From an optimization exercise on the open Yosys and OpenROAD flow, aimed at small area and a short achievable clock period; shortcuts taken in it are not production practice. Where RTL was checked, it was by simulation tests only, not by an equivalence proof against the original. Only the layout flow was run in run 2; the RTL was not checked for function there. Power figures rest on the tool's default switching activity, not on a simulated workload.

`design/flow/constraint.sdc`:
```
create_clock -name core_clock -period 50.0 [get_ports {clk}]
set_input_delay 10.0000 -clock core_clock [delete_from_list [all_inputs] [get_ports {clk}]]
set_output_delay 10.0000 -clock core_clock [all_outputs]
set_load 0.01 [all_outputs]
```
`design/flow/config.mk`:
```
export PLATFORM = sky130hd
export DESIGN_NAME = crash_detection
export DESIGN_NICKNAME = crash_detection
export VERILOG_FILES = /design/flow/design.v
export SDC_FILE = /design/flow/constraint.sdc
export NUM_CORES = 4
export LEC_CHECK = 0
export CAP_MARGIN = 20
export CORE_MARGIN = 2
export CORE_UTILIZATION = 45
export PLACE_DENSITY = 0.6
export SLEW_MARGIN = 20
```
`design/flow/flow/run.sh`:
```
#!/bin/bash
# The standard layout with changes to how it is made:
#  - timing repair is asked to leave 37.6 ns of setup slack at the design's
#    50 ns clock, so that it works on the paths that set the achieved period;
#  - the port buffers that the standard flow inserts are buf_2 cells;
#  - the clock tree is built from clkbuf_8 cells, without dummy loads;
#  - the core is filled to 60% and placed at density 0.75.
# Clock, constraints and synthesis are unchanged.
set -o pipefail
bash standard.sh SETUP_SLACK_MARGIN=37.6 "BUFFER_PORTS_ARGS=-buffer_cell sky130_fd_sc_hd__buf_2" \
    "CTS_ARGS=-sink_clustering_enable -repair_clock_nets -buf_list sky130_fd_sc_hd__clkbuf_8 -dont_use_dummy_load" \
    CORE_UTILIZATION=60 PLACE_DENSITY=0.75 \
    finish 2>&1 | tee standard_run.log
```
`design/flow/standard.sh`:
```
#!/bin/bash
# synth_recipe.tcl (not shown) runs the flow's synth.tcl, then flattens the netlist and writes it again
# the make line also repeats each setting of config.mk as NAME=value (left out here)
make -C /OpenROAD-flow-scripts/flow DESIGN_CONFIG=/design/flow/config.mk WORK_HOME=/design/flow/orfs CLKGATE_MAP_FILE= SYNTH_SCRIPT=/design/flow/synth_recipe.tcl "${@:-finish}"
```
`design/flow/design.v`:
```
`timescale 1ns / 1ps
module max_norm_3_axes #(
        parameter int DATA_LEN  = 16,
        parameter int DATA_MSB  = 12
    )(
        input   logic [DATA_LEN-1:0]    i_data_x,
        input   logic [DATA_LEN-1:0]    i_data_y,
        input   logic [DATA_LEN-1:0]    i_data_z,
        output  logic [DATA_MSB:0]      o_data_max_norm    
    );
    localparam int N = DATA_MSB;
    logic [N-1:0] cx, cy, cz;
    logic nx, ny, nz;
    assign nx = i_data_x[DATA_LEN-1];
    assign ny = i_data_y[DATA_LEN-1];
    assign nz = i_data_z[DATA_LEN-1];
    assign cx = i_data_x[N-1:0] ^ {N{nx}};
    assign cy = i_data_y[N-1:0] ^ {N{ny}};
    assign cz = i_data_z[N-1:0] ^ {N{nz}};
    logic wx, wy, wz;
    generate
        if (N < DATA_LEN) begin : g_wrap
            assign wx = nx & ~|i_data_x[N-1:0];
            assign wy = ny & ~|i_data_y[N-1:0];
            assign wz = nz & ~|i_data_z[N-1:0];
        end else begin : g_nowrap
            assign wx = 1'b0;
            assign wy = 1'b0;
            assign wz = 1'b0;
        end
    endgenerate
    function automatic logic gt(input logic [N-1:0] ca, input logic na, input logic wa,
                                input logic [N-1:0] cb, input logic nb, input logic wb);
        logic [N:0] t;
        t = {1'b0, ca} + {1'b0, ~cb} + {{N{1'b0}}, na & ~nb};
        gt = ~wa & (wb | t[N]);
    endfunction
    logic y_gt_x, z_gt_x, z_gt_y;
    assign y_gt_x = gt(cy, ny, wy, cx, nx, wx);
    assign z_gt_x = gt(cz, nz, wz, cx, nx, wx);
    assign z_gt_y = gt(cz, nz, wz, cy, ny, wy);
    logic sel_y, sel_z;
    assign sel_z = y_gt_x ? z_gt_y : z_gt_x;
    assign sel_y = y_gt_x & ~z_gt_y;
    assign o_data_max_norm = sel_z ? {nz, cz} : (sel_y ? {ny, cy} : {nx, cx});
endmodule
module div_step4 #(
        parameter int W = 2      
    )(
        input   logic [W-1:0]   i_rem,
        input   logic [15:0]    i_d1,    
        input   logic [15:0]    i_d3,    
        input   logic [3:1]     i_fit,
        output  logic [1:0]     o_q,
        output  logic [W-1:0]   o_rem
    );
    logic [W:0] df1, df2, df3;
    assign df1 = {1'b0, i_rem} - {1'b0, i_d1[W-1:0]};
    assign df2 = {1'b0, i_rem} - {1'b0, i_d1[W-2:0], 1'b0};
    assign df3 = {1'b0, i_rem} - {1'b0, i_d3[W-1:0]};
    logic ge1, ge2, ge3;
    assign ge1 = i_fit[1] & ~df1[W];
    assign ge2 = i_fit[2] & ~df2[W];
    assign ge3 = i_fit[3] & ~df3[W];
    assign o_q   = {ge2, ge3 | (ge1 & ~ge2)};
    assign o_rem = ge3 ? df3[W-1:0] : ge2 ? df2[W-1:0] : ge1 ? df1[W-1:0] : i_rem;
endmodule
module div_fit #(
        parameter int W = 2
    )(
        input   logic [15:0]    i_d1,
        output  logic [3:1]     o_fit
    );
    assign o_fit[1] = {2'b0, i_d1} <  18'(1) << W;
    assign o_fit[2] = {2'b0, i_d1} <  18'(1) << (W-1);
    assign o_fit[3] = {2'b0, i_d1} <= 18'(((1 << W) - 1) / 3);
endmodule
module div_first2 (
        input   logic [3:0]     i_top,   
        input   logic [15:0]    i_d1,    
        output  logic [3:0]     o_q_nb,  
        output  logic [3:0]     o_r_nb,  
        output  logic [3:0]     o_q_b,   
        output  logic [3:0]     o_r_b
    );
    function automatic logic [7:0] div4_tab(input logic [3:0] x, input logic [3:0] d);
        case ({x, d})
            8'h01: div4_tab = 8'h00;
            8'h02: div4_tab = 8'h00;
            8'h03: div4_tab = 8'h00;
            8'h04: div4_tab = 8'h00;
            8'h05: div4_tab = 8'h00;
            8'h06: div4_tab = 8'h00;
            8'h07: div4_tab = 8'h00;
            8'h08: div4_tab = 8'h00;
            8'h09: div4_tab = 8'h00;
            8'h0a: div4_tab = 8'h00;
            8'h0b: div4_tab = 8'h00;
            8'h0c: div4_tab = 8'h00;
            8'h0d: div4_tab = 8'h00;
            8'h0e: div4_tab = 8'h00;
            8'h0f: div4_tab = 8'h00;
            8'h11: div4_tab = 8'h10;
            8'h12: div4_tab = 8'h01;
            8'h13: div4_tab = 8'h01;
            8'h14: div4_tab = 8'h01;
            8'h15: div4_tab = 8'h01;
            8'h16: div4_tab = 8'h01;
            8'h17: div4_tab = 8'h01;
            8'h18: div4_tab = 8'h01;
            8'h19: div4_tab = 8'h01;
            8'h1a: div4_tab = 8'h01;
            8'h1b: div4_tab = 8'h01;
            8'h1c: div4_tab = 8'h01;
            8'h1d: div4_tab = 8'h01;
            8'h1e: div4_tab = 8'h01;
            8'h1f: div4_tab = 8'h01;
            8'h21: div4_tab = 8'h20;
            8'h22: div4_tab = 8'h10;
            8'h23: div4_tab = 8'h02;
            8'h24: div4_tab = 8'h02;
            8'h25: div4_tab = 8'h02;
            8'h26: div4_tab = 8'h02;
            8'h27: div4_tab = 8'h02;
            8'h28: div4_tab = 8'h02;
            8'h29: div4_tab = 8'h02;
            8'h2a: div4_tab = 8'h02;
            8'h2b: div4_tab = 8'h02;
            8'h2c: div4_tab = 8'h02;
            8'h2d: div4_tab = 8'h02;
            8'h2e: div4_tab = 8'h02;
            8'h2f: div4_tab = 8'h02;
            8'h31: div4_tab = 8'h30;
            8'h32: div4_tab = 8'h11;
            8'h33: div4_tab = 8'h10;
            8'h34: div4_tab = 8'h03;
            8'h35: div4_tab = 8'h03;
            8'h36: div4_tab = 8'h03;
            8'h37: div4_tab = 8'h03;
            8'h38: div4_tab = 8'h03;
            8'h39: div4_tab = 8'h03;
            8'h3a: div4_tab = 8'h03;
            8'h3b: div4_tab = 8'h03;
            8'h3c: div4_tab = 8'h03;
            8'h3d: div4_tab = 8'h03;
            8'h3e: div4_tab = 8'h03;
            8'h3f: div4_tab = 8'h03;
            8'h41: div4_tab = 8'h40;
            8'h42: div4_tab = 8'h20;
            8'h43: div4_tab = 8'h11;
            8'h44: div4_tab = 8'h10;
            8'h45: div4_tab = 8'h04;
            8'h46: div4_tab = 8'h04;
            8'h47: div4_tab = 8'h04;
            8'h48: div4_tab = 8'h04;
            8'h49: div4_tab = 8'h04;
            8'h4a: div4_tab = 8'h04;
            8'h4b: div4_tab = 8'h04;
            8'h4c: div4_tab = 8'h04;
            8'h4d: div4_tab = 8'h04;
            8'h4e: div4_tab = 8'h04;
            8'h4f: div4_tab = 8'h04;
            8'h51: div4_tab = 8'h50;
            8'h52: div4_tab = 8'h21;
            8'h53: div4_tab = 8'h12;
            8'h54: div4_tab = 8'h11;
            8'h55: div4_tab = 8'h10;
            8'h56: div4_tab = 8'h05;
            8'h57: div4_tab = 8'h05;
            8'h58: div4_tab = 8'h05;
            8'h59: div4_tab = 8'h05;
            8'h5a: div4_tab = 8'h05;
            8'h5b: div4_tab = 8'h05;
            8'h5c: div4_tab = 8'h05;
            8'h5d: div4_tab = 8'h05;
            8'h5e: div4_tab = 8'h05;
            8'h5f: div4_tab = 8'h05;
            8'h61: div4_tab = 8'h60;
            8'h62: div4_tab = 8'h30;
            8'h63: div4_tab = 8'h20;
            8'h64: div4_tab = 8'h12;
            8'h65: div4_tab = 8'h11;
            8'h66: div4_tab = 8'h10;
            8'h67: div4_tab = 8'h06;
            8'h68: div4_tab = 8'h06;
            8'h69: div4_tab = 8'h06;
            8'h6a: div4_tab = 8'h06;
            8'h6b: div4_tab = 8'h06;
            8'h6c: div4_tab = 8'h06;
            8'h6d: div4_tab = 8'h06;
            8'h6e: div4_tab = 8'h06;
            8'h6f: div4_tab = 8'h06;
            8'h71: div4_tab = 8'h70;
            8'h72: div4_tab = 8'h31;
            8'h73: div4_tab = 8'h21;
            8'h74: div4_tab = 8'h13;
            8'h75: div4_tab = 8'h12;
            8'h76: div4_tab = 8'h11;
            8'h77: div4_tab = 8'h10;
            8'h78: div4_tab = 8'h07;
            8'h79: div4_tab = 8'h07;
            8'h7a: div4_tab = 8'h07;
            8'h7b: div4_tab = 8'h07;
            8'h7c: div4_tab = 8'h07;
            8'h7d: div4_tab = 8'h07;
            8'h7e: div4_tab = 8'h07;
            8'h7f: div4_tab = 8'h07;
            8'h81: div4_tab = 8'h80;
            8'h82: div4_tab = 8'h40;
            8'h83: div4_tab = 8'h22;
            8'h84: div4_tab = 8'h20;
            8'h85: div4_tab = 8'h13;
            8'h86: div4_tab = 8'h12;
            8'h87: div4_tab = 8'h11;
            8'h88: div4_tab = 8'h10;
            8'h89: div4_tab = 8'h08;
            8'h8a: div4_tab = 8'h08;
            8'h8b: div4_tab = 8'h08;
            8'h8c: div4_tab = 8'h08;
            8'h8d: div4_tab = 8'h08;
            8'h8e: div4_tab = 8'h08;
            8'h8f: div4_tab = 8'h08;
            8'h91: div4_tab = 8'h90;
            8'h92: div4_tab = 8'h41;
            8'h93: div4_tab = 8'h30;
            8'h94: div4_tab = 8'h21;
            8'h95: div4_tab = 8'h14;
            8'h96: div4_tab = 8'h13;
            8'h97: div4_tab = 8'h12;
            8'h98: div4_tab = 8'h11;
            8'h99: div4_tab = 8'h10;
            8'h9a: div4_tab = 8'h09;
            8'h9b: div4_tab = 8'h09;
            8'h9c: div4_tab = 8'h09;
            8'h9d: div4_tab = 8'h09;
            8'h9e: div4_tab = 8'h09;
            8'h9f: div4_tab = 8'h09;
            8'ha1: div4_tab = 8'ha0;
            8'ha2: div4_tab = 8'h50;
            8'ha3: div4_tab = 8'h31;
            8'ha4: div4_tab = 8'h22;
            8'ha5: div4_tab = 8'h20;
            8'ha6: div4_tab = 8'h14;
            8'ha7: div4_tab = 8'h13;
            8'ha8: div4_tab = 8'h12;
            8'ha9: div4_tab = 8'h11;
            8'haa: div4_tab = 8'h10;
            8'hab: div4_tab = 8'h0a;
            8'hac: div4_tab = 8'h0a;
            8'had: div4_tab = 8'h0a;
            8'hae: div4_tab = 8'h0a;
            8'haf: div4_tab = 8'h0a;
            8'hb1: div4_tab = 8'hb0;
            8'hb2: div4_tab = 8'h51;
            8'hb3: div4_tab = 8'h32;
            8'hb4: div4_tab = 8'h23;
            8'hb5: div4_tab = 8'h21;
            8'hb6: div4_tab = 8'h15;
            8'hb7: div4_tab = 8'h14;
            8'hb8: div4_tab = 8'h13;
            8'hb9: div4_tab = 8'h12;
            8'hba: div4_tab = 8'h11;
            8'hbb: div4_tab = 8'h10;
            8'hbc: div4_tab = 8'h0b;
            8'hbd: div4_tab = 8'h0b;
            8'hbe: div4_tab = 8'h0b;
            8'hbf: div4_tab = 8'h0b;
            8'hc1: div4_tab = 8'hc0;
            8'hc2: div4_tab = 8'h60;
            8'hc3: div4_tab = 8'h40;
            8'hc4: div4_tab = 8'h30;
            8'hc5: div4_tab = 8'h22;
            8'hc6: div4_tab = 8'h20;
            8'hc7: div4_tab = 8'h15;
            8'hc8: div4_tab = 8'h14;
            8'hc9: div4_tab = 8'h13;
            8'hca: div4_tab = 8'h12;
            8'hcb: div4_tab = 8'h11;
            8'hcc: div4_tab = 8'h10;
            8'hcd: div4_tab = 8'h0c;
            8'hce: div4_tab = 8'h0c;
            8'hcf: div4_tab = 8'h0c;
            8'hd1: div4_tab = 8'hd0;
            8'hd2: div4_tab = 8'h61;
            8'hd3: div4_tab = 8'h41;
            8'hd4: div4_tab = 8'h31;
            8'hd5: div4_tab = 8'h23;
            8'hd6: div4_tab = 8'h21;
            8'hd7: div4_tab = 8'h16;
            8'hd8: div4_tab = 8'h15;
            8'hd9: div4_tab = 8'h14;
            8'hda: div4_tab = 8'h13;
            8'hdb: div4_tab = 8'h12;
            8'hdc: div4_tab = 8'h11;
            8'hdd: div4_tab = 8'h10;
            8'hde: div4_tab = 8'h0d;
            8'hdf: div4_tab = 8'h0d;
            8'he1: div4_tab = 8'he0;
            8'he2: div4_tab = 8'h70;
            8'he3: div4_tab = 8'h42;
            8'he4: div4_tab = 8'h32;
            8'he5: div4_tab = 8'h24;
            8'he6: div4_tab = 8'h22;
            8'he7: div4_tab = 8'h20;
            8'he8: div4_tab = 8'h16;
            8'he9: div4_tab = 8'h15;
            8'hea: div4_tab = 8'h14;
            8'heb: div4_tab = 8'h13;
            8'hec: div4_tab = 8'h12;
            8'hed: div4_tab = 8'h11;
            8'hee: div4_tab = 8'h10;
            8'hef: div4_tab = 8'h0e;
            8'hf1: div4_tab = 8'hf0;
            8'hf2: div4_tab = 8'h71;
            8'hf3: div4_tab = 8'h50;
            8'hf4: div4_tab = 8'h33;
            8'hf5: div4_tab = 8'h30;
            8'hf6: div4_tab = 8'h23;
            8'hf7: div4_tab = 8'h21;
            8'hf8: div4_tab = 8'h17;
            8'hf9: div4_tab = 8'h16;
            8'hfa: div4_tab = 8'h15;
            8'hfb: div4_tab = 8'h14;
            8'hfc: div4_tab = 8'h13;
            8'hfd: div4_tab = 8'h12;
            8'hfe: div4_tab = 8'h11;
            8'hff: div4_tab = 8'h10;
            default: div4_tab = 8'h00;
        endcase
    endfunction
    logic       big;
    logic [7:0] t_nb, t_b;
    assign big  = |i_d1[15:4];
    assign t_nb = div4_tab(i_top, i_d1[3:0]);
    assign t_b  = div4_tab(i_top - 4'd1, i_d1[3:0]);
    assign o_q_nb = big ? 4'd0 : t_nb[7:4];
    assign o_r_nb = big ? i_top : t_nb[3:0];
    assign o_q_b  = big ? 4'd0 : t_b[7:4];
    assign o_r_b  = big ? i_top - 4'd1 : t_b[3:0];
endmodule
`timescale 1ns / 1ps
module crash_detection #(
        parameter int HISTORY_LEN = 16   
    )(
        input   logic           clk,
        input   logic           arst_n,
        input   logic           i_state_rst,
        input   logic           i_sensors_valid,
        input   logic [15:0]    i_gps,
        input   logic [15:0]    i_accel_z,
        input   logic [15:0]    i_accel_y,
        input   logic [15:0]    i_accel_x,
        input   logic [15:0]    i_gyro_z,
        input   logic [15:0]    i_gyro_y,
        input   logic [15:0]    i_gyro_x,
        input   logic [15:0]    i_delta,
        input   logic [31:0]    ireg_speed_threshold,
        input   logic [31:0]    ireg_non_fatal_accel_threshold,
        input   logic [31:0]    ireg_fatal_accel_threshold,
        input   logic [31:0]    ireg_angle_threshold,
        input   logic [31:0]    ireg_angle_in_motion_threshold,
        input   logic [31:0]    ireg_angular_speed_threshold,
        output  logic [1:0]     o_state,
        output  logic           o_non_fatal_intr,
        output  logic           o_fatal_intr
    );
    logic [4:0] cnt;
    always_ff @(posedge clk or negedge arst_n) begin
        if (~arst_n)                cnt <= '0;
        else if (i_state_rst)       cnt <= '0;
        else if (i_sensors_valid & ~cnt[4])    cnt <= cnt + 5'd1;
    end
    logic v0, v15;               
    assign v0  = |cnt;
    assign v15 = cnt[4];
    logic [12:0] acc_in;
    logic [16:0] gyr_in;
    max_norm_3_axes #(.DATA_LEN(16), .DATA_MSB(12)) u_accel_max_norm (
        .i_data_x(i_accel_x), .i_data_y(i_accel_y), .i_data_z(i_accel_z),
        .o_data_max_norm(acc_in)
    );
    max_norm_3_axes #(.DATA_LEN(16), .DATA_MSB(16)) u_gyro_max_norm (
        .i_data_x(i_gyro_x), .i_data_y(i_gyro_y), .i_data_z(i_gyro_z),
        .o_data_max_norm(gyr_in)
    );
    logic [15:0] gps0;
    always_ff @(posedge clk or negedge arst_n) begin
        if (~arst_n)                gps0 <= '0;
        else if (i_state_rst)       gps0 <= '0;
        else if (i_sensors_valid)   gps0 <= i_gps;
    end
    logic [12:0] lo_diff;
    logic        b12;
    assign lo_diff = {1'b0, i_gps[11:0]} - {1'b0, gps0[11:0]};
    assign b12     = lo_diff[12];
    logic [3:0] top_nb;              
    assign top_nb = i_gps[15:12] - gps0[15:12];
    logic [5:0] d3_lo_in;            
    assign d3_lo_in = i_delta[5:0] + {i_delta[4:0], 1'b0};
    logic [3:0] qa_nb, qa_b, ra_nb, ra_b;
    div_first2 u_first (.i_top(top_nb), .i_d1(i_delta),
                        .o_q_nb(qa_nb), .o_r_nb(ra_nb), .o_q_b(qa_b), .o_r_b(ra_b));
    logic [3:0]         p_q;         
    logic [3:0]         p_rem;       
    logic [11:0]        p_lo;        
    logic [15:0]        p_div;       
    logic [5:0]         p_d3_lo;     
    logic [3:1]         p_fit [2:5]; 
    logic               p_zero;      
    logic [3:1] fit_in [2:5];
    genvar j;
    generate
        for (j = 2; j <= 5; j++) begin : g_fit_a
            div_fit #(.W(2*j+2)) u_fit (.i_d1(i_delta), .o_fit(fit_in[j]));
        end
    endgenerate
    always_ff @(posedge clk) begin
        if (i_sensors_valid) begin
            p_q   <= b12 ? qa_b : qa_nb;
            p_rem <= b12 ? ra_b : ra_nb;
            p_lo  <= lo_diff[11:0];
            p_div <= i_delta;
            p_d3_lo <= d3_lo_in;
            for (int i = 2; i <= 5; i++) p_fit[i] <= fit_in[i];
        end
    end
    always_ff @(posedge clk or negedge arst_n) begin
        if (~arst_n)                p_zero <= 1'b1;
        else if (i_state_rst)       p_zero <= 1'b1;
        else if (i_sensors_valid)   p_zero <= ~|i_delta;
    end
    logic [17:0] p_d3;
    assign p_d3 = {2'b0, p_div} + {1'b0, p_div, 1'b0};
    logic [15:0] p_d3_steps;
    assign p_d3_steps = {p_d3[15:6], p_d3_lo};
    logic [11:0] qhi;            
    logic [11:0] r5;             
    logic [15:0] rem_b [2:6];
    assign rem_b[2] = 16'(p_rem);
    assign qhi[11:8] = p_q;
    generate
        for (j = 2; j <= 5; j++) begin : g_steps_b
            logic [2*j+1:0] rin, rout;
            assign rin = {rem_b[j][2*j-1:0], p_lo[15-2*j -: 2]};
            div_step4 #(.W(2*j+2)) u_step (.i_rem(rin), .i_d1(p_div), .i_d3(p_d3_steps),
                                           .i_fit(p_fit[j]), .o_q(qhi[11-2*j -: 2]), .o_rem(rout));
            assign rem_b[j+1] = 16'(rout);
        end
    endgenerate
    assign r5 = rem_b[6][11:0];
    logic [11:0]        p2_q;        
    logic [11:0]        p2_rem;      
    logic [3:0]         p2_lo;       
    logic [15:0]        p2_div;      
    logic               p2_zero;     
    always_ff @(posedge clk) begin
        if (i_sensors_valid) begin
            p2_q   <= qhi;
            p2_rem <= r5;
            p2_lo  <= p_lo[3:0];
            p2_div <= p_div;
        end
    end
    always_ff @(posedge clk or negedge arst_n) begin
        if (~arst_n)                p2_zero <= 1'b1;
        else if (i_state_rst)       p2_zero <= 1'b1;
        else if (i_sensors_valid)   p2_zero <= p_zero;
    end
    logic [15:0] p2_d3;
    assign p2_d3 = p2_div + {p2_div[14:0], 1'b0};
    logic [3:1]  fit6, fit7;
    div_fit #(.W(14)) u_fit6 (.i_d1(p2_div), .o_fit(fit6));
    div_fit #(.W(16)) u_fit7 (.i_d1(p2_div), .o_fit(fit7));
    logic [1:0]  q6, q7;
    logic [13:0] r6;
    logic [15:0] r7;
    div_step4 #(.W(14)) u_step6 (.i_rem({p2_rem, p2_lo[3:2]}), .i_d1(p2_div), .i_d3(p2_d3),
                                 .i_fit(fit6), .o_q(q6), .o_rem(r6));
    div_step4 #(.W(16)) u_step7 (.i_rem({r6, p2_lo[1:0]}), .i_d1(p2_div), .i_d3(p2_d3),
                                 .i_fit(fit7), .o_q(q7), .o_rem(r7));
    logic [15:0] spd1;
    assign spd1 = p2_zero ? 16'd0 : {p2_q, q6, q7};
    logic [15:0] h_spd [2:15];
    logic [12:0] h_acc0;         
    logic [16:0] h_gyr0;
    logic [11:0] h_acc [1:15];
    logic [15:0] h_gyr [1:15];
    logic [11:0] acc0_n;         
    logic [15:0] gyr0_n;
    assign acc0_n = h_acc0[11:0] + {11'd0, h_acc0[12]};
    assign gyr0_n = h_gyr0[15:0] + {15'd0, h_gyr0[16]};
    always_ff @(posedge clk) begin
        if (i_sensors_valid) begin
            h_spd[2] <= spd1;
            h_acc0   <= acc_in;
            h_gyr0   <= gyr_in;
            h_acc[1] <= acc0_n;
            h_gyr[1] <= gyr0_n;
            for (int i = 3; i < 16; i++) h_spd[i] <= h_spd[i-1];
            for (int i = 2; i < 16; i++) begin
                h_acc[i] <= h_acc[i-1];
                h_gyr[i] <= h_gyr[i-1];
            end
        end
    end
    logic [11:0] acc0, acc15;
    logic [15:0] gyr0, gyr15, spd15;
    assign acc0  = v0  ? acc0_n    : 12'd0;
    assign gyr0  = v0  ? gyr0_n    : 16'd0;
    assign acc15 = v15 ? h_acc[15] : 12'd0;
    assign gyr15 = v15 ? h_gyr[15] : 16'd0;
    assign spd15 = v15 ? h_spd[15] : 16'd0;
    logic [18:0] s_acc, s_gyr, s_spd;
    logic [18:0] sum_acc, sum_gyr, sum_spd1;
    assign sum_acc  = s_acc + 19'(acc0);
    assign sum_gyr  = s_gyr + 19'(gyr0);
    assign sum_spd1 = s_spd + 19'(spd1);      
    always_ff @(posedge clk or negedge arst_n) begin
        if (~arst_n) begin
            s_acc <= '0;
            s_gyr <= '0;
            s_spd <= '0;
        end else if (i_state_rst) begin
            s_acc <= '0;
            s_gyr <= '0;
            s_spd <= '0;
        end else if (i_sensors_valid) begin
            s_acc <= sum_acc  - 19'(acc15);
            s_gyr <= sum_gyr  - 19'(gyr15);
            s_spd <= sum_spd1 - 19'(spd15);
        end
    end
    logic [14:0] avg_accel, avg_gyro;
    assign avg_accel = sum_acc[18:4];
    assign avg_gyro  = sum_gyr[18:4];
    logic [14:0] thr;
    logic        thr_small;
    assign thr       = ireg_speed_threshold[14:0];
    assign thr_small = ~|ireg_speed_threshold[31:15];
    logic [3:0]  k;
    logic [17:0] kd_lo, kd_hi;
    logic [19:0] kd;
    logic        c4;
    assign k = 4'd0 - sum_spd1[3:0];
    always_comb begin
        case (k[1:0])
            2'd0: kd_lo = '0;
            2'd1: kd_lo = {2'b0, p_div};
            2'd2: kd_lo = {1'b0, p_div, 1'b0};
            default: kd_lo = p_d3;
        endcase
        case (k[3:2])
            2'd0: kd_hi = '0;
            2'd1: kd_hi = {2'b0, p_div};
            2'd2: kd_hi = {1'b0, p_div, 1'b0};
            default: kd_hi = p_d3;
        endcase
    end
    assign kd = {2'b0, kd_lo} + {kd_hi, 2'b0};
    assign c4 = (|sum_spd1[3:0]) & ({4'd0, r5, p_lo[3:0]} >= kd);
    function automatic logic hi_ge(input logic [14:0] sc, input logic [11:0] q,
                                   input logic [14:0] t);
        logic [14:0] u;
        u = sc + {3'b0, q};
        hi_ge = u >= t;
    endfunction
    logic [14:0] s_hi, s_hi1;
    assign s_hi  = sum_spd1[18:4];
    assign s_hi1 = s_hi + 15'd1;
    logic ge_c0, ge_c1, ge_s;
    assign ge_c0 = hi_ge(s_hi,  qhi, thr);
    assign ge_c1 = hi_ge(s_hi1, qhi, thr);
    assign ge_s  = s_hi >= thr;                  
    localparam logic [1:0] SAFE = 2'b00, NON_FATAL = 2'b01, FATAL = 2'b10;
    logic speed_hi, fatal_acc, nonfatal_acc, angle;
    assign speed_hi     = thr_small & (p_zero ? ge_s : (c4 ? ge_c1 : ge_c0));
    assign fatal_acc    = {17'd0, avg_accel} >  ireg_fatal_accel_threshold;
    assign nonfatal_acc = {17'd0, avg_accel} >  ireg_non_fatal_accel_threshold;
    assign angle        = {17'd0, avg_gyro}  >  ireg_angle_threshold;
    logic [1:0] state, state_next;
    always_comb begin
        state_next = state;
        if (state == SAFE) begin
            if (speed_hi & (fatal_acc | angle))
                state_next = FATAL;
            else if (~speed_hi & (nonfatal_acc | angle))
                state_next = NON_FATAL;
        end
    end
    always_ff @(posedge clk or negedge arst_n) begin
        if (~arst_n)            state <= SAFE;
        else if (i_state_rst)   state <= SAFE;
        else                    state <= state_next;
    end
    assign o_state          = state;
    assign o_non_fatal_intr = state[0];
    assign o_fatal_intr     = state[1];
endmodule
```
==> results of run 1 <==
==> through the flow <==
step / power [mW] / area (sq um) / cells / util, % / hold WS (ns)
6_report: 3.744 / 57740 / 6152 / 66.77 / 0.3574
5_1_grt: 4.043 / 57740 / 6152 / 66.77 / 0.3644
4_1_cts: 3.671 / 57200 / 6117 / 66.14 / 0.3538
3_5_place_dp: 3.136 / 54890 / 5953 / 63.46 / 0.4045
3_3_place_gp: 3.088 / 54890 / 5953 / 63.46 / 0.4002
2_1_floorplan: 2.608 / 52510 / 4620 / - / 0.4003
==> kinds of logic (layout without fill, tap and decap cells) <==
kind of cell | Yosys count | after routing | share of synthesized area [%]
compound gates | 1099 | 1100 | 13.85
xor+xnor | 368 | 368 | 6.198
fa+ha+maj | 601 | 601 | 14.84
buf+inv | 405 | 779 | 2.976
flops | 852 | 852 | 48.30
mux | 139 | 139 | 3.096
other cells | 0 | 2 | 0
simple gates | 1156 | 1156 | 10.73
==> layout make-up <==
type | count | share of cell area (%)
Antenna cell | 2 | 0.008668
Clock buffer | 137 | 3.266
Inverter | 295 | 2.033
Multi-Input combinational cell | 3364 | 44.84
Sequential cell | 852 | 43.60
Tap cell | 1155 | 2.503
Timing Repair Buffer | 347 | 3.747
==> registers in the layout, summed over array words and instances (netlist names), 16 cells and up <==
register,flops
gps0,16
p_div,16
h_gyr0,16
h_acc,180
h_gyr,240
s_gyr,19
p2_div,16
s_acc,19
s_spd,19
h_spd,224
==> routing by layer <==
metal	wire length, um	up-vias	track usage [%]
met5	13	-	0
met4	3285	2	8.500
met3	6788	197	3.868
met2	51350	1028	39.00
met1	56190	17443	39.26
li1	-	17757	-
==> final timing paths <==
| check | from | to | slack [ns] | cells after the start |
|---|---|---|---|---|
| worst min-delay path | h_gyr[1][0]$_DFFE_PP_ | h_gyr[2][0]$_DFFE_PP_ | 0.36 | 0 |
| worst max-delay path | i_gyro_z[15] | h_gyr0[16]$_DFFE_PP_ | 37.65 | 13 |
| max in group asynchronous | arst_n | gps0[0]$_DFFE_PN0P_ | 39.54 | 2 |
| worst max register to register | p_div[3]$_DFFE_PP_ | state[1]$_DFFE_PN0P_ | 37.95 | 56 |
| min in group asynchronous | arst_n | s_gyr[4]$_DFFE_PN0P_ | 9.31 | 1 |
| worst min register to register | h_gyr[1][0]$_DFFE_PP_ | h_gyr[2][0]$_DFFE_PP_ | 0.36 | 0 |
==> power groups by stage <==
stage                     Combinational [mW]  Clock (mW)  Sequential (mW)
after floorplan                         1.69           0            0.921
after global placement                  2.15           0            0.937
after detailed placement                2.20           0            0.941
after CTS                               2.25       0.491            0.927
after global routing                    2.59       0.519            0.934
final                                   2.34       0.473            0.927
==> timing repair <==
action,CTS,global route
cloned,0,2
pin swaps,5,14
setup endpoints to repair,342,210
resized for setup,47,62
buffers inserted,27,30
hold buffers,0,0
==> cell usage in the layout (no fill, tap or decap), types with 25 or more instances in the layout <==
master,instances
o211ai_1,28
buf_2,244
a31oi_1,33
clkbuf_8,137
inv_1,278
xnor2_1,211
nor3_1,77
nand3_1,74
a21oi_1,328
xor2_1,145
nand4_1,30
ha_1,568
edfxtp_1,770
o21bai_1,32
fa_1,28
and2_1,25
o21ai_0,188
nor2_1,352
mux2i_1,105
nand2b_1,49
o21a_1,74
nand2_1,270
a211oi_1,37
buf_4,82
a21o_1,118
nor2b_1,128
dfrtp_1,79
nor4_1,34
==> worst reg2reg max path: cells and delay by family, from the launching register on <==
family	cells	cell delay, ns
AO/OA/AOI/OAI	27	5.75
flip-flops	1	0.56
adder cells (fa/ha/maj)	7	1.96
XOR/XNOR	1	0.12
buffers and inverters	6	1.05
multiplexers	6	1.45
AND/OR/NAND/NOR	9	1.02
==> impl_results.md, run 1 <==
* Grt ovf at 0
* Post-layout worst setup margin at 37.65 ns
* Combinational power share at 62.6%
* Num ports at 328
* Clk root buf: clkbuf_8
* Critical Path Max Stage Delay at 0.39 ns
* Leak at 24.37 nW
* Psw at 1.631 mW
* Endpoint class of the critical path: register
* Sequential power share at 24.8%
* Routed Antenna Nets at 0
* Worst setup path class: input port to register
* P&R area growth vs syn at 10.77%
* Area fraction of the dominant cell type after synthesis at 44.36%
* Critical Path Start Type: input port
* Crit path DAT at 12.81 ns
* Worst skew pair latency at 0.78 ns
* Avg Cell Area, Syn at 11.28 sq um
* Gpl congestion at 0.9456
* #FFs+latches synth at 852
* Largest cells by area after synthesis: edfxtp_1 44%, ha_1 14%, dfrtp_1 3.8%, xnor2_1 3.7%, a21oi_1 3.2%
* Clk_skew at 0.06739 ns
* CTS tree: yes
* Wire length per cell at 19.12 um
* Core area at 86480 sq um
* Cell Area, Synth at 52130 sq um
* Slew @ Worst Pin at 0.9554 ns
* Fill cells at 6572
* Vias in the first global route at 34725
* # rows at 108
* Final setup viols at 0
* Worst Path Buf+Inv at 1
* Starting density of the core at 60.27%
* Min-Delay Path Class: register to register
* GRT Total Usage at 26.08%
* Pre-CTS setup slack at 34.98 ns
* Power Dens Cells at 64.84 nW/um^2
* Commonest cells in the netlist: 770 x edfxtp_1, 571 x ha_1, 353 x nor2_1
* DRT Pass-1 Iters at 5
* CP max-delay cell: xor2_1
* RSZ-0062 raised after global routing: true
* Routed via count at 36427
* Number of synthesized flops with an enable pin at 770
* Buffers on Ports at 254
* Req. time, crit path at 50.46 ns
* Fin. Hold Viols at 0
* Htree depth at 4
* Register Area at 25180 sq um
* Die span in y at 298.8 um
* Min cycle time layout at 12.35 ns
* Cells along the critical path: clkbuf_4 -> xor2_1 -> ha_1 -> a21o_1 -> a21o_1 -> a21oi_1 -> nor2b_1 -> o21ai_0 -> nand2b_1 -> a21oi_1 -> nand3_4 -> mux2_4 -> mux2_4
* Dpl hpwl at 87220 um
* Cell variety after synth at 110
* Yosys warnings at 15
* Slew Viols, Final at 0
* Max IR drop VDD at 0.00008592 V
* Syn Inst Count at 4620
* P_int at 2.113 mW
* CTS Buffer Depth at 3
* Count leader, synth: edfxtp_1
* Crit path max fanout at 18
* Fmax at 80.99 MHz
* Outcome: finished clean
* Synth Flop Type: edfxtp_1
* Final wirelength at 117600 um
* Die X at 298.8 um
* DRC at 0
* Die area at 89250 sq um
* Seq/Total Area, Yosys at 48.30%
* First-pass GRT wire length at 184100 um
* Clock power share at 12.6%
* Antenna violations before repair at 3
* Async SR Flop Fraction at 9.624%
* Post-synth top area cell: edfxtp_1
* Multi-input combinational cell area at 25890 sq um
* Period utilization at 24.69%
* Clock transition at the registers of the reported paths at 0.06 ns
* Clock sink count at 852
* Largest delay share family, worst path: compound AO/OA/AOI/OAI gates
* Iter 0 DRT Violations at 2837
* DR vias/cell at 5.921
* Slew margin rel. at 34.66%
* Reported max-cap violation count at 0
* CTS buffer count at 137
* Switching share of power at 43.57%
* Syn Nets at 5544
* Share of layout cells above drive strength 1 at 13.29%
* Fin Setup TNS at 0 ns
* Largest net degree at the start of global routing at 95
* Nets at 5921
==> run 2, diff against run 1 <==
--- a/design/flow/design.v
+++ b/design/flow/design.v
@@ -8,3 +8,3 @@
         input   logic [DATA_LEN-1:0]    i_data_z,
-        output  logic [DATA_MSB:0]      o_data_max_norm    
+        output  logic [DATA_MSB-1:0]    o_data_max_norm
     );
@@ -19,2 +19,6 @@
     assign cz = i_data_z[N-1:0] ^ {N{nz}};
+    logic [N-1:0] abs_x, abs_y, abs_z;
+    assign abs_x = cx + {{(N-1){1'b0}}, nx};
+    assign abs_y = cy + {{(N-1){1'b0}}, ny};
+    assign abs_z = cz + {{(N-1){1'b0}}, nz};
     logic wx, wy, wz;
@@ -44,3 +48,3 @@
     assign sel_y = y_gt_x & ~z_gt_y;
-    assign o_data_max_norm = sel_z ? {nz, cz} : (sel_y ? {ny, cy} : {nx, cx});
+    assign o_data_max_norm = sel_z ? abs_z : (sel_y ? abs_y : abs_x);
 endmodule
@@ -375,4 +379,4 @@
     assign v15 = cnt[4];
-    logic [12:0] acc_in;
-    logic [16:0] gyr_in;
+    logic [11:0] acc_in;
+    logic [15:0] gyr_in;
     max_norm_3_axes #(.DATA_LEN(16), .DATA_MSB(12)) u_accel_max_norm (
@@ -397,4 +401,4 @@
     assign top_nb = i_gps[15:12] - gps0[15:12];
-    logic [5:0] d3_lo_in;            
-    assign d3_lo_in = i_delta[5:0] + {i_delta[4:0], 1'b0};
+    logic [17:0] d3_in;
+    assign d3_in = {2'b0, i_delta} + {1'b0, i_delta, 1'b0};
     logic [3:0] qa_nb, qa_b, ra_nb, ra_b;
@@ -406,3 +410,3 @@
     logic [15:0]        p_div;       
-    logic [5:0]         p_d3_lo;     
+    logic [17:0]        p_d3;        
     logic [3:1]         p_fit [2:5]; 
@@ -422,3 +426,3 @@
             p_div <= i_delta;
-            p_d3_lo <= d3_lo_in;
+            p_d3  <= d3_in;
             for (int i = 2; i <= 5; i++) p_fit[i] <= fit_in[i];
@@ -431,6 +435,2 @@
     end
-    logic [17:0] p_d3;
-    assign p_d3 = {2'b0, p_div} + {1'b0, p_div, 1'b0};
-    logic [15:0] p_d3_steps;
-    assign p_d3_steps = {p_d3[15:6], p_d3_lo};
     logic [11:0] qhi;            
@@ -444,3 +444,3 @@
             assign rin = {rem_b[j][2*j-1:0], p_lo[15-2*j -: 2]};
-            div_step4 #(.W(2*j+2)) u_step (.i_rem(rin), .i_d1(p_div), .i_d3(p_d3_steps),
+            div_step4 #(.W(2*j+2)) u_step (.i_rem(rin), .i_d1(p_div), .i_d3(p_d3[15:0]),
                                            .i_fit(p_fit[j]), .o_q(qhi[11-2*j -: 2]), .o_rem(rout));
@@ -483,10 +483,4 @@
     logic [15:0] h_spd [2:15];
-    logic [12:0] h_acc0;         
-    logic [16:0] h_gyr0;
-    logic [11:0] h_acc [1:15];
-    logic [15:0] h_gyr [1:15];
-    logic [11:0] acc0_n;         
-    logic [15:0] gyr0_n;
-    assign acc0_n = h_acc0[11:0] + {11'd0, h_acc0[12]};
-    assign gyr0_n = h_gyr0[15:0] + {15'd0, h_gyr0[16]};
+    logic [11:0] h_acc [0:15];
+    logic [15:0] h_gyr [0:15];
     always_ff @(posedge clk) begin
@@ -494,8 +488,6 @@
             h_spd[2] <= spd1;
-            h_acc0   <= acc_in;
-            h_gyr0   <= gyr_in;
-            h_acc[1] <= acc0_n;
-            h_gyr[1] <= gyr0_n;
+            h_acc[0] <= acc_in;
+            h_gyr[0] <= gyr_in;
             for (int i = 3; i < 16; i++) h_spd[i] <= h_spd[i-1];
-            for (int i = 2; i < 16; i++) begin
+            for (int i = 1; i < 16; i++) begin
                 h_acc[i] <= h_acc[i-1];
@@ -507,4 +499,4 @@
     logic [15:0] gyr0, gyr15, spd15;
-    assign acc0  = v0  ? acc0_n    : 12'd0;
-    assign gyr0  = v0  ? gyr0_n    : 16'd0;
+    assign acc0  = v0  ? h_acc[0]  : 12'd0;
+    assign gyr0  = v0  ? h_gyr[0]  : 16'd0;
     assign acc15 = v15 ? h_acc[15] : 12'd0;
@@ -539,7 +531,8 @@
     assign thr_small = ~|ireg_speed_threshold[31:15];
+    logic [14:0] s_hi;
     logic [3:0]  k;
+    assign s_hi = sum_spd1[18:4];
+    assign k    = 4'd0 - sum_spd1[3:0];
     logic [17:0] kd_lo, kd_hi;
     logic [19:0] kd;
-    logic        c4;
-    assign k = 4'd0 - sum_spd1[3:0];
     always_comb begin
@@ -559,19 +552,28 @@
     assign kd = {2'b0, kd_lo} + {kd_hi, 2'b0};
-    assign c4 = (|sum_spd1[3:0]) & ({4'd0, r5, p_lo[3:0]} >= kd);
-    function automatic logic hi_ge(input logic [14:0] sc, input logic [11:0] q,
-                                   input logic [14:0] t);
-        logic [14:0] u;
-        u = sc + {3'b0, q};
-        hi_ge = u >= t;
-    endfunction
-    logic [14:0] s_hi, s_hi1;
-    assign s_hi  = sum_spd1[18:4];
-    assign s_hi1 = s_hi + 15'd1;
-    logic ge_c0, ge_c1, ge_s;
-    assign ge_c0 = hi_ge(s_hi,  qhi, thr);
-    assign ge_c1 = hi_ge(s_hi1, qhi, thr);
-    assign ge_s  = s_hi >= thr;                  
+    logic [21:0] kdm [0:3];      
+    assign kdm[0] = 22'(kd);
+    assign kdm[1] = 22'(kd) + {2'b0, p_div, 4'b0};
+    assign kdm[2] = 22'(kd) + {1'b0, p_div, 5'b0};
+    assign kdm[3] = 22'(kd) + {p_d3, 4'b0};
+    logic [15:0] r4x;            
+    assign r4x = {g_steps_b[5].rin, p_lo[3:0]};
+    logic [3:0] c4m;
+    always_comb
+        for (int m = 0; m < 4; m++)
+            c4m[m] = (|sum_spd1[3:0]) & ({6'd0, r4x} >= kdm[m]);
+    logic [14:0] v;
+    assign v = s_hi + {qhi[11:2], 2'b0};
+    logic [4:0] ge_j;            
+    always_comb
+        for (int jj = 0; jj <= 4; jj++)
+            ge_j[jj] = 15'(v + 15'(jj)) >= thr;
+    logic [1:0] m5;
+    logic       c4, ge_q, ge_s;
+    assign m5   = qhi[1:0];
+    assign c4   = c4m[m5];
+    assign ge_q = ge_j[3'(m5) + 3'(c4)];
+    assign ge_s = s_hi >= thr;                   
     localparam logic [1:0] SAFE = 2'b00, NON_FATAL = 2'b01, FATAL = 2'b10;
     logic speed_hi, fatal_acc, nonfatal_acc, angle;
-    assign speed_hi     = thr_small & (p_zero ? ge_s : (c4 ? ge_c1 : ge_c0));
+    assign speed_hi     = thr_small & (p_zero ? ge_s : ge_q);
     assign fatal_acc    = {17'd0, avg_accel} >  ireg_fatal_accel_threshold;
==> design/flow/flow/run.sh (replaced) <==
#!/bin/bash
# The standard layout with two changes to how it is made:
#  - timing repair is asked to leave 37 ns of setup slack at the design's
#    50 ns clock, so that it works on the paths that set the achieved period;
#  - the port buffers that the standard flow inserts are buf_4 cells.
# Clock, constraints and synthesis are unchanged.
set -o pipefail
bash standard.sh SETUP_SLACK_MARGIN=37 "BUFFER_PORTS_ARGS=-buffer_cell sky130_fd_sc_hd__buf_4" finish 2>&1 | tee standard_run.log
==> run 2 against run 1 <==
Compared with the run above: count of clock-buffer cells in the layout fell by 23; setup slack worse by 1.3 ns; routed wire length is 25% higher; sequential power grew 2%; global-route usage fell by 4.1 points; die area grew 47%; synthesized cell count grew 17%; power is 33% higher; via count is 16% higher; first-iteration DRC count rose by 6.7%; combinational power rose by 42%.
==> impl_results.md, run 2 <==
* Cell variety after synth at 105 (-4.5%)
* Fmax at 73.02 MHz (-9.8%)
* Commonest cells in the netlist: 781 x edfxtp_1, 708 x ha_1, 465 x nor2_1
* Fin. Hold Viols at 0 (unchanged)
* Starting density of the core at 45.38% (-15 points)
* Critical Path Start Type: register
* Crit path DAT at 14.33 ns (+1.52 ns)
* RSZ-0062 raised after global routing: true
* Num ports at 328 (unchanged)
* Largest cells by area after synthesis: edfxtp_1 41%, ha_1 15%, xnor2_1 4.7%, dfrtp_1 3.5%, nor2_1 3.0%
* Dpl hpwl at 110500 um (+27%)
* Core area at 127500 sq um (+47%)
* Reg2reg end: state[1]$_DFFE_PN0P_
* DR vias/cell at 5.585 (-5.7%)
* Async SR Flop Fraction at 9.502% (-0.12 points)
* CP max-delay cell: fa_2
* Grt ovf at 0 (unchanged)
* Worst setup path class: register to register
* Synth Flop Type: edfxtp_1
* Critical Path Max Stage Delay at 0.56 ns (+0.17 ns)
* First-pass GRT wire length at 227400 um (+23%)
* GRT Total Usage at 22.01% (-4.1 points)
* Htree depth at 3 (-1)
* Commonest non-fill, non-tap cell in the layout: edfxtp_1
* WHS Endpoint: h_acc[7][7]$_DFFE_PP_
* DRT Pass-1 Iters at 5 (unchanged)
* Buffers on Ports at 254 (unchanged)
* Slew Viols, Final at 0 (unchanged)
* # rows at 131 (+21%)
* Worst skew pair latency at 0.70 ns (-0.08 ns)
* P_int at 2.771 mW (+31%)
* Wire length per cell at 19.52 um (+2.1%)
* Crit path max fanout at 5 (-13)
* Largest regs: h_gyr x256, h_spd x224, h_acc x192
* Clock transition at the registers of the reported paths at 0.06 ns (about the same)
* Largest net degree at the start of global routing at 178 (+87%)
* DRC at 0 (unchanged)
* Commonest cells after routing, fill and taps aside: 781 x edfxtp_1, 685 x ha_1, 459 x nor2_1, 384 x buf_4, 327 x inv_1
* Final wirelength at 147200 um (+25%)
* P&R area growth vs syn at 15.67%
* CTS tree: yes
* CTS buffer count at 93 (-32%)
* Psw at 2.214 mW (+36%)
* Fin Setup TNS at 0 ns (unchanged)
* CTS Buffer Depth at 3 (unchanged)
* Die X at 362.6 um (+21%)
* Period utilization at 27.39% (+2.7 points)
* Max IR drop VDD at 0.00006941 V (-19%)
* Max reg flops at 256 (+6.7%)
* Iter 0 DRT Violations at 3026 (+6.7%)
* Post-synth top area cell: edfxtp_1
* Min cycle time layout at 13.69 ns (+1.348 ns)
* Most used cell, CP: a21oi_2
* Min-Delay Path Class: register to register
* Switching share of power at 44.42% (+0.85 points)
* Slew margin rel. at 27.53% (-7.1 points)
* Endpoint class of the critical path: register
* Outcome: finished clean
* Fill cells at 11318 (+72%)
* Power Dens Cells at 74.48 nW/um^2 (+15%)
* Nets at 6862 (+16%)
* Final std cells w/o fill at 7539 (+23%)
* Hold buffers post-CTS at 0 (unchanged)
* Final setup viols at 0 (unchanged)
* Count leader, synth: edfxtp_1
* Syn Inst Count at 5418 (+17%)
* Clock power share at 14.4% (+1.8 points)
* Biggest register: h_gyr
* Syn Nets at 6480 (+17%)
* Routed Antenna Nets at 0 (unchanged)
* Clk root buf: clkbuf_16
* Combinational power share at 66.7% (+4.1 points)
* Die span in y at 362.6 um (+21%)
* Reported max-cap violation count at 0 (unchanged)
* R2r startpoint: p2_div[1]$_DFFE_PP_
* Placed insts at 7265 (+22%)
* Seq/Total Area, Yosys at 44.08% (-4.2 points)
* R2R depth at 68 (+21%)
* #FFs+latches synth at 863 (+1.3%)
* Share of layout cells above drive strength 1 at 13.55% (+0.25 points)
* Avg Cell Area, Syn at 10.68 sq um (-5.3%)
* Min-delay src: h_acc[6][7]$_DFFE_PP_
* Clock sink count at 863 (+1.3%)
* Sequential power share at 18.9% (-5.9 points)
* Hold path cells at 0 (unchanged)
* Vias in the first global route at 40591 (+17%)
* Critical path origin: p2_div[1]$_DFFE_PP_
* Routed via count at 42109 (+16%)
* Number of synthesized flops with an enable pin at 781 (+1.4%)
* R2R Setup Slk at 36.31 ns (-1.64 ns)
* Cell Area, Synth at 57860 sq um (+11%)
* Clk_skew at 0.03291 ns (-0.03448 ns)
* Antenna violations before repair at 3 (unchanged)
* Area fraction of the dominant cell type after synthesis at 40.53% (-3.8 points)
* Gpl congestion at 0.9274 (-1.9%)
* Die area at 131500 sq um (+47%)
* Yosys warnings at 17 (+2)
* Slew @ Worst Pin at 1.079 ns (+0.1240 ns)
* Leak at 27.75 nW (+14%)
* Req. time, crit path at 50.63 ns (+0.17 ns)
==> run 2: changes by cell type after synthesis, moves of 35 or more <==
cell and delta:
nand2_1 +45, nand3_1 +35, inv_1 +51, xnor2_1 +90, nor2_1 +112, o21ai_0 +103, ha_1 +137
==> run 2: cells by family after synthesis <==
kind of cell    share of synthesized area [%]
mux                                     2.856
xor+xnor                                7.088
compound gates                          14.28
fa+ha+maj                               16.36
simple gates                            12.26
flops                                   44.08
buf+inv                                 3.071
==> run 2: metrics by stage <==
stage	hold WS [ns]	setup WS (ns)	instance area, sq um	total power [mW]	utilization (%)
final	0.3976	36.31	66930	4.985	52.48
after global routing	0.4113	35.74	66930	5.405	52.48
after CTS	0.4107	36.23	66120	4.847	51.85
after detailed placement	0.4045	32.56	61820	3.930	48.48
after global placement	0.4004	32.42	61810	3.880	48.47
after floorplan	0.4003	36.97	57890	3.182	-
==> run 2: critical path: cells and delay by family, from the launching register on <==
| kind | cells | cell delay (ns) |
|---|---|---|
| adders and majority gates | 10 | 3.10 |
| and+or+nand+nor | 12 | 2.22 |
| muxes | 2 | 0.40 |
| xor gates and xnor gates | 3 | 0.47 |
| DFF | 1 | 0.38 |
| AOI/OAI and AO/OA | 34 | 6.24 |
| buffers and inverters | 7 | 0.80 |
==> run 2: what timing repair did <==
action / in CTS / in global routing
setup buffers: 61 / 39
setup endpoints to repair: 8 / 12
pin swaps: 71 / 81
resized for setup: 126 / 106
cloned: 2 / 0
==> run 2: worst max path at each step <==
stage | endpoint | slack [ns] | cells after the start
2_1_floorplan | p_q[0]$_DFFE_PP_ | 36.97 | 12
3_3_place_gp | state[1]$_DFFE_PN0P_ | 32.42 | 64
3_5_place_dp | state[1]$_DFFE_PN0P_ | 32.56 | 64
4_1_cts | state[1]$_DFFE_PN0P_ | 36.23 | 71
5_1_grt | state[1]$_DFFE_PN0P_ | 35.74 | 68
6_report | state[1]$_DFFE_PN0P_ | 36.31 | 68
==> run 2: cell type report <==
type | count | area (sq um) | area share [%]
Clock buffer | 114 | 2426 | 3.625
Clock inverter | 57 | 793.3 | 1.185
Antenna cell | 1 | 2.502 | 0.003739
Sequential cell | 863 | 25510 | 38.11
Multi-Input combinational cell | 4093 | 31600 | 47.21
Tap cell | 1662 | 2079 | 3.107
Inverter | 344 | 1328 | 1.984
Timing Repair inverter | 1 | 5.005 | 0.007478
Timing Repair Buffer | 404 | 3188 | 4.763
==> run 2: routing by layer <==
metal / routed length [um] / global-route usage [%]
met5: 40 / 0
met3: 7919 / 3.017
met4: 2760 / 4.825
met2: 63140 / 32.91
met1: 73330 / 33.70
==> run 2: power by group through the flow <==
| stage | Clock [mW] | Combinational, mW | Sequential, mW |
|---|---|---|---|
| 2_1_floorplan | 0 | 2.25 | 0.929 |
| 3_3_place_gp | 0 | 2.93 | 0.954 |
| 3_5_place_dp | 0 | 2.97 | 0.956 |
| 4_1_cts | 0.737 | 3.17 | 0.943 |
| 5_1_grt | 0.767 | 3.69 | 0.951 |
| 6_report | 0.716 | 3.32 | 0.943 |

==> re-timing with driven ports <==
In the flow no input, the clock included, has a driving cell. The finished layouts below were timed again as built, in two steps. Step 1 (the two cells are an assumption about what drives the block):
set clk [get_ports {clk}]
set_driving_cell -lib_cell sky130_fd_sc_hd__clkbuf_16 $clk
set_driving_cell -lib_cell sky130_fd_sc_hd__buf_2 [delete_from_list [all_inputs] $clk]
Step 2, shift: input delay + t, output delay - t, t = (earliest + latest rising clock arrival at the registers) / 2. This alone moves slack from input paths to output paths. Three values: ideal, step 1, step 2; two values: the first two.
run	shift t [ns]	slack for setup (ns)	hold slack, ns
run 1	0.825	37.653 / 37.696 / 36.872	0.357 / 0.357 / 0.357
run 2	0.753	36.305 / 36.305 / 36.305	0.398 / 0.398 / 0.398
After both steps setup and hold are still met in every run listed. For run 1, which loses most, drivers alone change the setup slack by +0.043 ns; drivers and shift together by -0.781 ns.
